Context: an optimization exercise on an open-source flow, tuned for small area, a short achievable clock period and few clock cycles per item. The choices shown serve that exercise and are no tape-out recipe. Where RTL was checked, it was by simulation tests only, not by an equivalence proof against the original. No functional check of the RTL was part of run 1.

## flow/design.v (module list and top-level ports; edited modules follow where they fit)
// module fpm: 1118 lines
// module fpm_fa: 4 lines
module fpm(
  input clk,
  input rst,
  input [31:0] number_in,
  input number_a_valid,
  output number_a_ready,
  input number_b_valid,
  output number_b_ready,
  output [31:0] number_out,
  output result_valid
);
  // ...
==> flow/flow/run.sh <==
#!/bin/bash
set -euo pipefail
bash standard.sh SETUP_SLACK_MARGIN=5.5 BUFFER_PORTS_ARGS=-buffer_cell\ sky130_fd_sc_hd__buf_1 CTS_ARGS=-sink_clustering_enable\ -repair_clock_nets\ -dont_use_dummy_load\ -buf_list\ sky130_fd_sc_hd__clkbuf_16\ -sink_clustering_size\ 35\ -sink_clustering_max_diameter\ 80 finish > standard.log 2>&1
==> flow/standard.sh <==
#!/bin/bash
# synth_recipe.tcl (not shown) runs the flow's synth.tcl, then flattens the netlist and writes it again
# the make line also repeats each setting of config.mk as NAME=value (left out here)
make -C /OpenROAD-flow-scripts/flow DESIGN_CONFIG=/design/flow/config.mk WORK_HOME=/design/flow/orfs CLKGATE_MAP_FILE= SYNTH_SCRIPT=/design/flow/synth_recipe.tcl "${@:-finish}"
==> flow/config.mk <==
export PLATFORM = sky130hd
export DESIGN_NAME = fpm
export DESIGN_NICKNAME = fpm
export VERILOG_FILES = /design/flow/design.v
export SDC_FILE = /design/flow/constraint.sdc
export NUM_CORES = 4
export LEC_CHECK = 0
export CAP_MARGIN = 20
export CORE_MARGIN = 2
export CORE_UTILIZATION = 40
export SETUP_SLACK_MARGIN = 5
export SLEW_MARGIN = 20
export SYNTH_HIERARCHICAL = 1
==> flow/constraint.sdc <==
create_clock -name core_clock -period 9.0 [get_ports {clk}]
set_input_delay 1.8000 -clock core_clock [delete_from_list [all_inputs] [get_ports {clk}]]
set_output_delay 1.8000 -clock core_clock [all_outputs]
set_load 0.01 [all_outputs]
==> flow_summary.ini, run 1 <==
[die]
core-area_um2 = 46400
rows = 79
io_pins = 71
tap_cells = 607

[global_routing]
antenna_found_initial = 0
gr-usage-met3_pct = 4.52
use_met2_pct = 34.2
busiest_layer = met2

[power_and_ir_drop]
ir_drop_uv = 210
comb_power_uw = 5660
p_sw_uw = 3540
seq_power_share_pct = 23.4

[routing]
met1_length_um = 20700

[layout]
bufAreaShareNonClock_pct = 8.19

[min_path]
hold_depth = 0
min_to = out[31]

[worst_setup_path]
path_max_fanout = 21
setup.worst_path.class = reg -> reg

[run_status]
outcome = complete, but fails checks
so_faults = setup timing

[synthesis]
synth-edff-count = 80
synthTopCellsByCount = nand2_1 (344), fa_1 (315), dfxtp_1 (175)
netlist_area_um2 = 18700

[timing]
worst_pin_slew_ns = 0.751
worst_slack_ns = -4.40
setup_viol = 37
==> run 2: changes to the inputs <==
--- a/flow/design.v
+++ b/flow/design.v
@@ -965,70 +965,160 @@
   assign lo_c[0] = 1'b0;
   genvar gl;
   generate
     for (gl = 0; gl < 13; gl = gl + 1) begin : g_lo
       assign lo_c[gl+1] = lo_g[gl] | (lo_p[gl] & lo_c[gl]);
     end
   endgenerate
   wire lo_nz = |(lo_p ^ {lo_k[11:0], 1'b0});
-  wire [34:0] ph_p = tsn[34:0] ^ tcn[34:0];
-  wire [34:0] ph_g = tsn[34:0] & tcn[34:0];
-  wire [35:0] ph_c;
-  wire [34:0] phn;
-  assign ph_c[0] = ~c13;
-  genvar gp;
-  generate
-    for (gp = 0; gp < 35; gp = gp + 1) begin : g_ph
-      assign phn[gp] = ph_p[gp] ^ ph_c[gp];
-      assign ph_c[gp+1] = ph_g[gp] | (ph_p[gp] & ph_c[gp]);
-    end
-  endgenerate
+  wire [34:0] phn = tsn[34:0] + tcn[34:0] + {34'd0, ~c13};
   wire [34:0] ph = ~phn;   
   wire        p47 = ph[34];
   wire [25:0] sig_z = p47 ? {ph[34:10], stlo | |ph[9:0]} : {ph[33:9], stlo | |ph[8:0]};
-  wire [10:0] em1_b;
-  wire [9:0]  s1_em1;
-  assign em1_b[0] = 1'b1;
-  generate
-    for (gl = 0; gl < 10; gl = gl + 1) begin : g_em1
-      assign s1_em1[gl] = s1_e[gl] ^ em1_b[gl];
-      assign em1_b[gl+1] = em1_b[gl] & ~s1_e[gl];
-    end
-  endgenerate
+  wire [9:0]  s1_ez;   
+  wire s1_ez_0_1 = ~s1_e[1] & ~s1_e[0];
+  wire s1_ez_0_3 = ~s1_e[3] & ~s1_e[2];
+  wire s1_ez_0_5 = ~s1_e[5] & ~s1_e[4];
+  wire s1_ez_0_7 = ~s1_e[7] & ~s1_e[6];
+  wire s1_ez_0_9 = ~s1_e[9] & ~s1_e[8];
+  wire s1_ez_1_2 = ~s1_e[2] & s1_ez_0_1;
+  wire s1_ez_1_3 = s1_ez_0_3 & s1_ez_0_1;
+  wire s1_ez_1_6 = ~s1_e[6] & s1_ez_0_5;
+  wire s1_ez_1_7 = s1_ez_0_7 & s1_ez_0_5;
+  wire s1_ez_2_4 = ~s1_e[4] & s1_ez_1_3;
+  wire s1_ez_2_5 = s1_ez_0_5 & s1_ez_1_3;
+  wire s1_ez_2_6 = s1_ez_1_6 & s1_ez_1_3;
+  wire s1_ez_2_7 = s1_ez_1_7 & s1_ez_1_3;
+  wire s1_ez_3_8 = ~s1_e[8] & s1_ez_2_7;
+  wire s1_ez_3_9 = s1_ez_0_9 & s1_ez_2_7;
+  assign s1_ez[0] = ~s1_e[0];
+  assign s1_ez[1] = s1_ez_0_1;
+  assign s1_ez[2] = s1_ez_1_2;
+  assign s1_ez[3] = s1_ez_1_3;
+  assign s1_ez[4] = s1_ez_2_4;
+  assign s1_ez[5] = s1_ez_2_5;
+  assign s1_ez[6] = s1_ez_2_6;
+  assign s1_ez[7] = s1_ez_2_7;
+  assign s1_ez[8] = s1_ez_3_8;
+  assign s1_ez[9] = s1_ez_3_9;
+  wire [9:0]  s1_em1 = s1_e ^ {s1_ez[8:0], 1'b1};
   wire [9:0]  e_z = p47 ? s1_e : s1_em1;
   wire        le0_z = s1_e[9] | (~|s1_e[8:1] & (~s1_e[0] | ~p47));
+  wire [9:0]  e_ones;   
+  wire e_ones_0_1 = e[1] & e[0];
+  wire e_ones_0_3 = e[3] & e[2];
+  wire e_ones_0_5 = e[5] & e[4];
+  wire e_ones_0_7 = e[7] & e[6];
+  wire e_ones_0_9 = e[9] & e[8];
+  wire e_ones_1_2 = e[2] & e_ones_0_1;
+  wire e_ones_1_3 = e_ones_0_3 & e_ones_0_1;
+  wire e_ones_1_6 = e[6] & e_ones_0_5;
+  wire e_ones_1_7 = e_ones_0_7 & e_ones_0_5;
+  wire e_ones_2_4 = e[4] & e_ones_1_3;
+  wire e_ones_2_5 = e_ones_0_5 & e_ones_1_3;
+  wire e_ones_2_6 = e_ones_1_6 & e_ones_1_3;
+  wire e_ones_2_7 = e_ones_1_7 & e_ones_1_3;
+  wire e_ones_3_8 = e[8] & e_ones_2_7;
+  wire e_ones_3_9 = e_ones_0_9 & e_ones_2_7;
+  assign e_ones[0] = e[0];
+  assign e_ones[1] = e_ones_0_1;
+  assign e_ones[2] = e_ones_1_2;
+  assign e_ones[3] = e_ones_1_3;
+  assign e_ones[4] = e_ones_2_4;
+  assign e_ones[5] = e_ones_2_5;
+  assign e_ones[6] = e_ones_2_6;
+  assign e_ones[7] = e_ones_2_7;
+  assign e_ones[8] = e_ones_3_8;
+  assign e_ones[9] = e_ones_3_9;
+  wire [9:0]  e_inc = e ^ {e_ones[8:0], 1'b1};
   wire busy = vw & ~s2_nan & ~s2_inf & ~s2_zero & le0;
   wire [22:0] mant = sig[24:2];
   wire        inc  = sig[1] & (sig[0] | mant[0]);
   wire [9:0]  fe   = e & {10{sig[25]}};
-  wire [32:0] rnd_x = {fe, mant};
-  wire [33:0] rnd_c;
-  wire [32:0] rnd;
-  assign rnd_c[0] = inc;
-  generate
-    for (gl = 0; gl < 33; gl = gl + 1) begin : g_rnd
-      assign rnd[gl] = rnd_x[gl] ^ rnd_c[gl];
-      assign rnd_c[gl+1] = rnd_c[gl] & rnd_x[gl];
-    end
-  endgenerate
-  wire        ovf  = rnd[32] | rnd[31] | &rnd[30:23];
+  wire [22:0] mant_ones;   
+  wire mant_ones_0_1 = mant[1] & mant[0];
+  wire mant_ones_0_3 = mant[3] & mant[2];
+  wire mant_ones_0_5 = mant[5] & mant[4];
+  wire mant_ones_0_7 = mant[7] & mant[6];
+  wire mant_ones_0_9 = mant[9] & mant[8];
+  wire mant_ones_0_11 = mant[11] & mant[10];
+  wire mant_ones_0_13 = mant[13] & mant[12];
+  wire mant_ones_0_15 = mant[15] & mant[14];
+  wire mant_ones_0_17 = mant[17] & mant[16];
+  wire mant_ones_0_19 = mant[19] & mant[18];
+  wire mant_ones_0_21 = mant[21] & mant[20];
+  wire mant_ones_1_2 = mant[2] & mant_ones_0_1;
+  wire mant_ones_1_3 = mant_ones_0_3 & mant_ones_0_1;
+  wire mant_ones_1_6 = mant[6] & mant_ones_0_5;
+  wire mant_ones_1_7 = mant_ones_0_7 & mant_ones_0_5;
+  wire mant_ones_1_10 = mant[10] & mant_ones_0_9;
+  wire mant_ones_1_11 = mant_ones_0_11 & mant_ones_0_9;
+  wire mant_ones_1_14 = mant[14] & mant_ones_0_13;
+  wire mant_ones_1_15 = mant_ones_0_15 & mant_ones_0_13;
+  wire mant_ones_1_18 = mant[18] & mant_ones_0_17;
+  wire mant_ones_1_19 = mant_ones_0_19 & mant_ones_0_17;
+  wire mant_ones_1_22 = mant[22] & mant_ones_0_21;
+  wire mant_ones_2_4 = mant[4] & mant_ones_1_3;
+  wire mant_ones_2_5 = mant_ones_0_5 & mant_ones_1_3;
+  wire mant_ones_2_6 = mant_ones_1_6 & mant_ones_1_3;
+  wire mant_ones_2_7 = mant_ones_1_7 & mant_ones_1_3;
+  wire mant_ones_2_12 = mant[12] & mant_ones_1_11;
+  wire mant_ones_2_13 = mant_ones_0_13 & mant_ones_1_11;
+  wire mant_ones_2_14 = mant_ones_1_14 & mant_ones_1_11;
+  wire mant_ones_2_15 = mant_ones_1_15 & mant_ones_1_11;
+  wire mant_ones_2_20 = mant[20] & mant_ones_1_19;
+  wire mant_ones_2_21 = mant_ones_0_21 & mant_ones_1_19;
+  wire mant_ones_2_22 = mant_ones_1_22 & mant_ones_1_19;
+  wire mant_ones_3_8 = mant[8] & mant_ones_2_7;
+  wire mant_ones_3_9 = mant_ones_0_9 & mant_ones_2_7;
+  wire mant_ones_3_10 = mant_ones_1_10 & mant_ones_2_7;
+  wire mant_ones_3_11 = mant_ones_1_11 & mant_ones_2_7;
+  wire mant_ones_3_12 = mant_ones_2_12 & mant_ones_2_7;
+  wire mant_ones_3_13 = mant_ones_2_13 & mant_ones_2_7;
+  wire mant_ones_3_14 = mant_ones_2_14 & mant_ones_2_7;
+  wire mant_ones_3_15 = mant_ones_2_15 & mant_ones_2_7;
+  wire mant_ones_4_16 = mant[16] & mant_ones_3_15;
+  wire mant_ones_4_17 = mant_ones_0_17 & mant_ones_3_15;
+  wire mant_ones_4_18 = mant_ones_1_18 & mant_ones_3_15;
+  wire mant_ones_4_19 = mant_ones_1_19 & mant_ones_3_15;
+  wire mant_ones_4_20 = mant_ones_2_20 & mant_ones_3_15;
+  wire mant_ones_4_21 = mant_ones_2_21 & mant_ones_3_15;
+  wire mant_ones_4_22 = mant_ones_2_22 & mant_ones_3_15;
+  assign mant_ones[0] = mant[0];
+  assign mant_ones[1] = mant_ones_0_1;
+  assign mant_ones[2] = mant_ones_1_2;
+  assign mant_ones[3] = mant_ones_1_3;
+  assign mant_ones[4] = mant_ones_2_4;
+  assign mant_ones[5] = mant_ones_2_5;
+  assign mant_ones[6] = mant_ones_2_6;
+  assign mant_ones[7] = mant_ones_2_7;
+  assign mant_ones[8] = mant_ones_3_8;
+  assign mant_ones[9] = mant_ones_3_9;
+  assign mant_ones[10] = mant_ones_3_10;
+  assign mant_ones[11] = mant_ones_3_11;
+  assign mant_ones[12] = mant_ones_3_12;
+  assign mant_ones[13] = mant_ones_3_13;
+  assign mant_ones[14] = mant_ones_3_14;
+  assign mant_ones[15] = mant_ones_3_15;
+  assign mant_ones[16] = mant_ones_4_16;
+  assign mant_ones[17] = mant_ones_4_17;
+  assign mant_ones[18] = mant_ones_4_18;
+  assign mant_ones[19] = mant_ones_4_19;
+  assign mant_ones[20] = mant_ones_4_20;
+  assign mant_ones[21] = mant_ones_4_21;
+  assign mant_ones[22] = mant_ones_4_22;
+  wire [22:0] mant_r = mant ^ {mant_ones[21:0] & {22{inc}}, inc};
+  wire        mant_co = inc & mant_ones[22];
+  wire [9:0]  fe_r = mant_co ? (sig[25] ? e_inc : 10'd1) : fe;
+  wire        ovf  = fe_r[9] | fe_r[8] | &fe_r[7:0];
   wire [31:0] res_w = s2_nan  ? {s2_s, 31'h7fc00000} :
                       s2_zero ? {s2_s, 31'd0} :
                       (s2_inf | ovf) ? {s2_s, 8'hff, 23'd0} :
-                      {s2_s, rnd[30:0]};
-  wire [10:0] einc_c;
-  wire [9:0]  e_inc;
-  assign einc_c[0] = 1'b1;
-  generate
-    for (gl = 0; gl < 10; gl = gl + 1) begin : g_einc
-      assign e_inc[gl] = e[gl] ^ einc_c[gl];
-      assign einc_c[gl+1] = einc_c[gl] & e[gl];
-    end
-  endgenerate
+                      {s2_s, fe_r[7:0], mant_r};
   wire phase_n = a_fire | (phase & ~b_fire);
   wire nrm_a_n = b_fire ? go_a : (nrm_a & ~ra[22]);
   wire nrm_b_n = b_fire ? go_b : (nrm_b & ~rb[22]);
   wire [7:0] ea1 = ea | {7'd0, ~ha};
   wire [7:0] eb1 = eb | {7'd0, ~hb_e};
   wire [7:0] es_c;
   assign es_c[0] = 1'b0;
   generate
==> run 2 against run 1 <==
  * The run now finishes clean
  * Flip-flop and latch count unchanged
  * Clock skew decreased by 0.0051 ns
  * Via count increased by 9.4%
  * Register-to-register slack improved by 10 ns
  * Sequential share of layout area increased by 0.57 points
  * Final cell count increased by 5.0%
  * Critical path type unchanged
  * Critical endpoint is now tcn[21]
==> flow_summary.ini, run 2 <==
[global_routing]
grt_pass1_vias = 14800
track_usage_pct = 21.4
antenna_found_initial = 0
use_met2_pct = 36.0
grt.overflow.total = 0
gr-usage-met3_pct = 3.59
met1_usage_pct = 28.4
busiest_layer = met2
grt_start_max_net_pins = 61
grt_pass1_wl_um = 83600

[power_and_ir_drop]
fin_total_pwr_uw = 9530
ir_drop_uv = 189
power.density_nw_per_um2 = 438
leakage_uw = 0.00828

[cts]
cts_tree = yes
htree_levels = 1
cts_buffers = 17
hold_buffers = 0
clock_sinks = 255
worstSkewPairLatency_ns = 0.55
root_buffer = clkbuf_16
path_clk_slew_ns = 0.11
clk_path_buf_depth = 3

[placed_design]
dpl.hpwl_um = 37500
placedCellCount = 2468
pre_cts_slack_ns = 5.00
io_buffers = 70
gp_congestion = 0.898

[worst_setup_path]
setup.worst_path.class = reg -> reg
crit_top_cell = fa_1
slowest_stage = fa_1
crit_required_ns = 9.36
cp.arrival_ns = 3.80
slowest_delay_ns = 0.58
end_kind = register
path_cells = buf_6 > a21oi_1 > fa_1 > fa_1 > fa_1 > fa_1 > fa_1
setup.worst_path.start_class = register
path_max_fanout = 24

[routing]
drc_errors = 0
vias = 14100
wirelength_um = 53400
ant_nets = 0
drt_iter0_markers = 1285
first_pass_iters = 5
avgViaCountPerCell = 5.49
wl_per_cell_um = 20.8

[layout]
finalNonFillerCells = 2565
reg_top3 = tcn (36), tsn (36)
fin_nets = 2362
final_cell_mix = nand2_1 (361), fa_1 (293), dfxtp_1 (172), nor2_1 (120)
fill_cells = 4435
diodes = 0
drive_gt1_share_pct = 12.3
final_common_cell = nand2_1
areaGrowthSynthToFinish_pct = 12.2

[timing]
slew_headroom_pct = 36.9
fin_setup_tns_ns = 0
fin_crit_sh_pct = 38.2
max_freq_ghz = 0.291
worst_slack_ns = 5.56
rsz0062_at_grt = yes
setup_viol = 0
whs_ns = 0.352
fin_crit_ns = 3.44
clock_skew_ns = 0.0743
slew_violations = 0
hold_violations = 0
worst_pin_slew_ns = 0.945

[synthesis]
ys_seq_area_share_pct = 30.4
synthTopCellsByCount = nand2_1 (361), fa_1 (294), dfxtp_1 (175)
synth-edff-count = 80
synth_area_leader_cell = fa_1
synth_flop_cell = dfxtp_1
synth_area_leaders = fa_1 (30%), dfxtp_1 (18%), edfxtp_1 (12%)
ys_ff_latch = 255
synthArstFlopShare_pct = 0
yosys.area.top_type_share_pct = 30.3
synthCells = 1845
syn_area_per_cell_um2 = 10.5
synth.most_common_cell = nand2_1
yosysUniqueCellTypes = 74
netlist_area_um2 = 19400
yosys_warnings = 7

[die]
start_util_pct = 40.6
die_width_um = 224
die-area_um2 = 50300
rows = 80
die_y_um = 224
core-area_um2 = 47800
io_pins = 71

[job]
maxCapViolCount = 0

[run_status]
outcome = timing/DRC/antenna clean

[min_path]
hold_path_class = reg -> reg
-- run 2: cell families after synthesis --
group,count (synthesis),synth area share [%]
AO/OA/AOI/OAI,211,6.81
XOR/XNOR,78,3.56
adder cells (fa/ha/maj),375,35.5
buffers and inverters,178,3.69
flip-flops,255,30.4
multiplexers,83,4.71
other,1,0.0193
AND/OR/NAND/NOR,664,15.3
-- run 2: worst paths after layout --
path / slack [ns] / endpoint / start / depth (start not counted)
max: 5.56 / tcn[21] / mm[11] / 7
max reg2reg: 5.56 / tcn[21] / mm[11] / 7
min: 0.35 / out[31] / s2_s / 0
min reg2reg: 0.35 / out[31] / s2_s / 0
-- run 2: timing repair --
action / 4_1_cts / 5_1_grt
gates resized for setup: 8 / 34
pin swaps: 3 / 9
hold endpoints to repair: 0 / 0
setup endpoints to repair: 84 / 69
cloned: 0 / 2
buffers inserted: 57 / 21
-- run 2: area by class of cell --
type                            count  area [µm²]  area share, %
Multi-Input combinational cell   1423       12900           59.4
Sequential cell                   255        5910           27.2
Tap cell                          615         769           3.53
Timing Repair Buffer              169        1420           6.52
Inverter                           86         323           1.48
Clock buffer                       17         425           1.95
-- run 2: per-stage QoR --
step | util, % | cell area [µm²]
after detailed placement | 42.3 | 20300
after floorplan | - | 19500
after global routing | 45.5 | 21800
after CTS | 44.8 | 21400
final | 45.5 | 21800
after global placement | 42.3 | 20300
-- run 2: report_power, final --
part | internal, µW | switching, µW
Sequential | 1700 | 354
Clock | 338 | 398
Combinational | 3200 | 3550
Total | 5230 | 4300
-- run 2: critical path: cells and delay by family, from the launching register on --
family	cells	cell delay, ns
flip-flops	1	0.34
AO/OA/AOI/OAI	1	0.15
adder cells (fa/ha/maj)	5	2.51
buffers and inverters	1	0.27
-- run 2: per-layer routing --
metal	part of all wire (%)	wire length, µm
met1	42	22300
met3	7.5	4020
met5	0	0
met2	48	25500
met4	3.1	1640
-- run 2: Yosys stat by module (local to each module, per instance) --
module	copies in the design	cells inside	area (µm²)
fpm_fa	275	1	20.0
fpm	1	1570	13900
Testbench counts of run 2, summed over its fixed seeds: cycles 6,440, items 3,200.

==> port drivers added, routing unchanged <==
The results above use ideal ports. As a check the final layouts listed here were re-extracted and re-timed, cells and wires unchanged.
Step 1, drivers: a clkbuf_16 drives clk and a buf_2 each remaining input, both assumed.
Step 2, shift: input delay + t, output delay - t, t = (earliest + latest rising clock arrival at the registers) / 2. This alone moves slack from input paths to output paths.
Three values: no drivers, after step 1, after step 2; two values: the first two.
| run | t (ns) | setup WS [ns] | clock arrival spread, ns | worst slew at a driven data input, ns | pins driven straight from the clock port |
|---|---|---|---|---|---|
| run 1 | 0.567 | -4.399 / -4.399 / -4.399 | 0.080 / 0.080 | 0.04 | 1 |
| run 2 | 0.563 | 5.562 / 5.562 / 5.482 | 0.076 / 0.076 | 0.04 | 1 |
The setup slack of run 2, which loses most, moves by 0.000 ns with the drivers and by -0.080 ns with both steps.
